What follows belongs to an exercise in optimizing a design on an open flow for small area and a short achievable clock period; a production flow would make more cautious choices. In this exercise RTL edits were held to simulation tests only and were not proved equivalent to the original. Power is estimated from default activity; no workload was simulated.

red:
// ks_add
module ks_add #(
    parameter N = 64
)
(
    input  logic         clk,
    input  logic         rstn_,
    input  logic         en,
    input  logic [N-1:0] a,
    input  logic [N-1:0] b,
    output logic [N-1:0] out
);
    logic [5:0] c_reg;                   
    logic [5:0] c_nxt;                   
    logic [N-1:0] d;                       
    logic [N-1:0] gx, tx;                  
    logic ld, hd;                          
    assign ld = rstn_ & en;
    assign hd = rstn_ & !en;
    ks_gt #(.W(N)) u_gt (.a(a), .b(b), .g(gx), .t(tx));
    ks_chunk10_first u_chunk0 (
        .g(gx[9:0]),
        .t(tx[9:0]),
        .q(out[9:0]),
        .ld(ld),
        .hd(hd),
        .d(d[9:0]),
        .cd(c_nxt[0])
    );
    ks_chunk9 u_chunk1 (
        .g(gx[18:10]),
        .t(tx[18:10]),
        .cin(c_reg[0]),
        .q(out[18:10]),
        .ld(ld),
        .hd(hd),
        .d(d[18:10]),
        .cd(c_nxt[1])
    );
    ks_chunk9 u_chunk2 (
        .g(gx[27:19]),
        .t(tx[27:19]),
        .cin(c_reg[1]),
        .q(out[27:19]),
        .ld(ld),
        .hd(hd),
        .d(d[27:19]),
        .cd(c_nxt[2])
    );
    ks_chunk9 u_chunk3 (
        .g(gx[36:28]),
  ...
export LEC_CHECK = 0
export ABC_AREA = 1
export CAP_MARGIN = 20
export CORE_MARGIN = 2
export CORE_UTILIZATION = 35
export SLEW_MARGIN = 20
export SYNTH_HIERARCHICAL = 1
export SYNTH_MINIMUM_KEEP_SIZE = 0
create_clock -name core_clock -period 2.0 [get_ports {clk}]
standard.sh (not shown) runs the stock make flow with config.mk's settings and CLKGATE_MAP_FILE= SYNTH_SCRIPT=/design/flow/synth_recipe.tcl, a recipe that flattens the netlist after the stock synthesis.
==> flow/flow/run.sh <==
#!/bin/bash
# The standard layout, except that the input and output ports get the
# smallest buffer cell instead of the one buffer_ports picks by itself.
set -euo pipefail
export BUFFER_PORTS_ARGS="-buffer_cell sky130_fd_sc_hd__buf_1"
bash standard.sh finish > standard_flow.log 2>&1
Looking at the reports, red completed the entire flow and the layout it produced met the timing, DRC and antenna checks.
diff inputs: red => blue
- SETUP_SLACK_MARGIN newly set to 0.7
- CTS_BUF_LIST newly set to sky130_fd_sc_hd__clkbuf_8
- CORE_UTILIZATION changed from 35 to 45
Overall power after layout went down by more than 10% going from red to blue.
Compare blue and red | final standard cell utilization of the core higher: blue
The faster design of the two is blue; red tops out lower.
### blue -> green
- SETUP_SLACK_MARGIN no longer set, was 0.7
- CTS_BUF_LIST no longer set, was sky130_fd_sc_hd__clkbuf_8
The final layout from green, which completed every stage, passed the timing, DRC and antenna checks at the end of the flow.
Worst voltage drop across the vdd grid: green > blue
First-pass GRT wire length: green vs blue — no meaningful difference
Length in cells of the worst reg-to-reg path sits higher in green than in blue.
Compared with blue, in green final area down 2.5%, final clock period utilization by the worst path climbed 1.8 points, aggregate negative setup slack was more or less identical, maximum frequency from static timing analysis -2.8%.
Diff blue -> green: setup slack of the critical path after layout shows a reduction of 0.037 ns, required time at the worst-slack endpoint did not really move, final net count fell 11.
--- input diff green..orange ---
- PLACE_DENSITY now 0.8, previously not set
- SETUP_SLACK_MARGIN now 0.7, previously not set
- First-pass GRT wire length (orange over green): decrease, 1300 um
- Between green and orange, smallest hold slack increased.
- From green to orange the numbers moved as follows: arrival time at the worst endpoint decreased by 0.04 ns relative to the old numbers, total power closely matched the old numbers, clock power share decreased by 1.6 points relative to the old numbers, die area closely matched the old numbers.
- Vias after detailed routing: higher on green

---

Starting RTL as in the previous note.
export LEC_CHECK = 0
export ABC_AREA = 1
export CAP_MARGIN = 20
export CORE_MARGIN = 2
export CORE_UTILIZATION = 45
export CTS_BUF_LIST = sky130_fd_sc_hd__clkbuf_4
export SETUP_SLACK_MARGIN = 0.7
export SLEW_MARGIN = 20
export SYNTH_HIERARCHICAL = 1
export SYNTH_MINIMUM_KEEP_SIZE = 0
create_clock -name core_clock -period 2.0 [get_ports {clk}]
Scripts as last shown in full above: flow/flow/run.sh
Then changed:
--- a/flow/flow/run.sh
+++ b/flow/flow/run.sh
@@ -4,3 +4,3 @@
 set -euo pipefail
-export BUFFER_PORTS_ARGS="-buffer_cell sky130_fd_sc_hd__buf_1"
+export BUFFER_PORTS_ARGS="-buffer_cell sky130_fd_sc_hd__buf_2"
 bash standard.sh finish > standard_flow.log 2>&1
Settings changed: CTS_BUF_LIST sky130_fd_sc_hd__clkbuf_4 to not set, SETUP_SLACK_MARGIN 0.7 to not set.
Result: Maximum frequency drops by about 0.44%; routed wire length drops by about 7%; flip-flop and latch count is unchanged; non-clock buffer count drops by 20; worst setup slack is worse by 0.0058 ns; core utilization drops by 4.8 points; global-route usage drops by 1.3 points; area after synthesis is unchanged.
Then changed:
--- a/flow/flow/run.sh
+++ b/flow/flow/run.sh
@@ -4,3 +4,3 @@
 set -euo pipefail
-export BUFFER_PORTS_ARGS="-buffer_cell sky130_fd_sc_hd__buf_2"
+export BUFFER_PORTS_ARGS="-buffer_cell sky130_fd_sc_hd__buf_1"
 bash standard.sh finish > standard_flow.log 2>&1
Settings changed: PLACE_DENSITY set to 0.7, SETUP_SLACK_MARGIN set to 0.7.
The new run passed the timing, DRC and antenna checks.
Die area stays the same.
Worst hold slack loses 0.016 ns.
Combinational power hardly moves.
Wire length falls by 5.6%.
Register-to-register slack is better by 0.07 ns.
Clock power goes down by about 10%.
Non-clock buffer count came out higher by 9.
Synthesized cell count is unchanged.
Final area goes down by 1.1%.
Clock-buffer cell count climbs by 2.
Then changed:
Settings changed: PLACE_DENSITY 0.7 to not set.
Outcome:
- total power is lower by 2.1%
- first-iteration DRC count came out higher by 12%
- via count came out higher by 2.6%
- die area stays the same
- wire length increases by 11%
- clock skew went down by 0.0035 ns
- utilization hardly moves
- worst setup slack got worse by 0.0096 ns
Then changed:
Settings changed: SETUP_SLACK_MARGIN 0.7 to 0.8.
=> The changed run completed without violations. Setup slack improved by 0.025 ns. First-iteration DRC count came out lower by 3.6%. Hold slack gains 0.045 ns. Wire length is higher by 4.3%. Sequential share of layout area decreases by 3.0 points. Global-route usage climbs by 1.2 points.
Then changed:
Settings changed: SETUP_SLACK_MARGIN 0.8 to 0.6.
Outcome: The changed run went through all stages and came out clean; count of clock-buffer cells in the layout went down by 3; setup slack got worse by 0.062 ns; final area went down by 19%; sequential power went down by about 3%; final cell count went down by 2.0%; sequential share of layout area went up by 3.6 points; via count went down by 1.7%; global-route usage went down by 1.1 points; non-clock buffer count went down by 22; clock skew barely changes; synthesized cell count does not change.

[afterwards: timing with drivers on the ports]
How much do the figures lean on ideal ports? The routed layouts below were timed once more, with nothing changed but the port constraints. Step 1 sets driving cells, clkbuf_16 on the clock port and buf_2 on the other inputs (assumed; they add their load-dependent delay and slew). Step 2 times the ports against the registers' clock, not the clock port: input delays grow and output delays shrink by t, the midpoint of the rising clock arrivals with the driver on. Slacks: ideal / step 1 / step 2; pairs: ideal / step 1.
run	t (ns)	setup slack, ns	slew at the worst register clock pin (ns)
red	0.370	0.685 / 0.685 / 0.369	0.06 / 0.06
blue	0.374	0.738 / 0.705 / 0.443	0.08 / 0.08
green	0.383	0.701 / 0.667 / 0.336	0.08 / 0.08
orange	0.362	0.743 / 0.713 / 0.439	0.09 / 0.09
the first run of note 2	0.449	0.705 / 0.675 / 0.380	0.12 / 0.12
the second run of note 2	0.365	0.699 / 0.699 / 0.352	0.08 / 0.08
the third run of note 2	0.356	0.748 / 0.716 / 0.459	0.09 / 0.09
the fourth run of note 2	0.374	0.739 / 0.706 / 0.444	0.08 / 0.08
the fifth run of note 2	0.376	0.763 / 0.760 / 0.455	0.08 / 0.08
the sixth run of note 2	0.383	0.701 / 0.667 / 0.336	0.08 / 0.08
After both steps setup and hold are still met in every run listed.
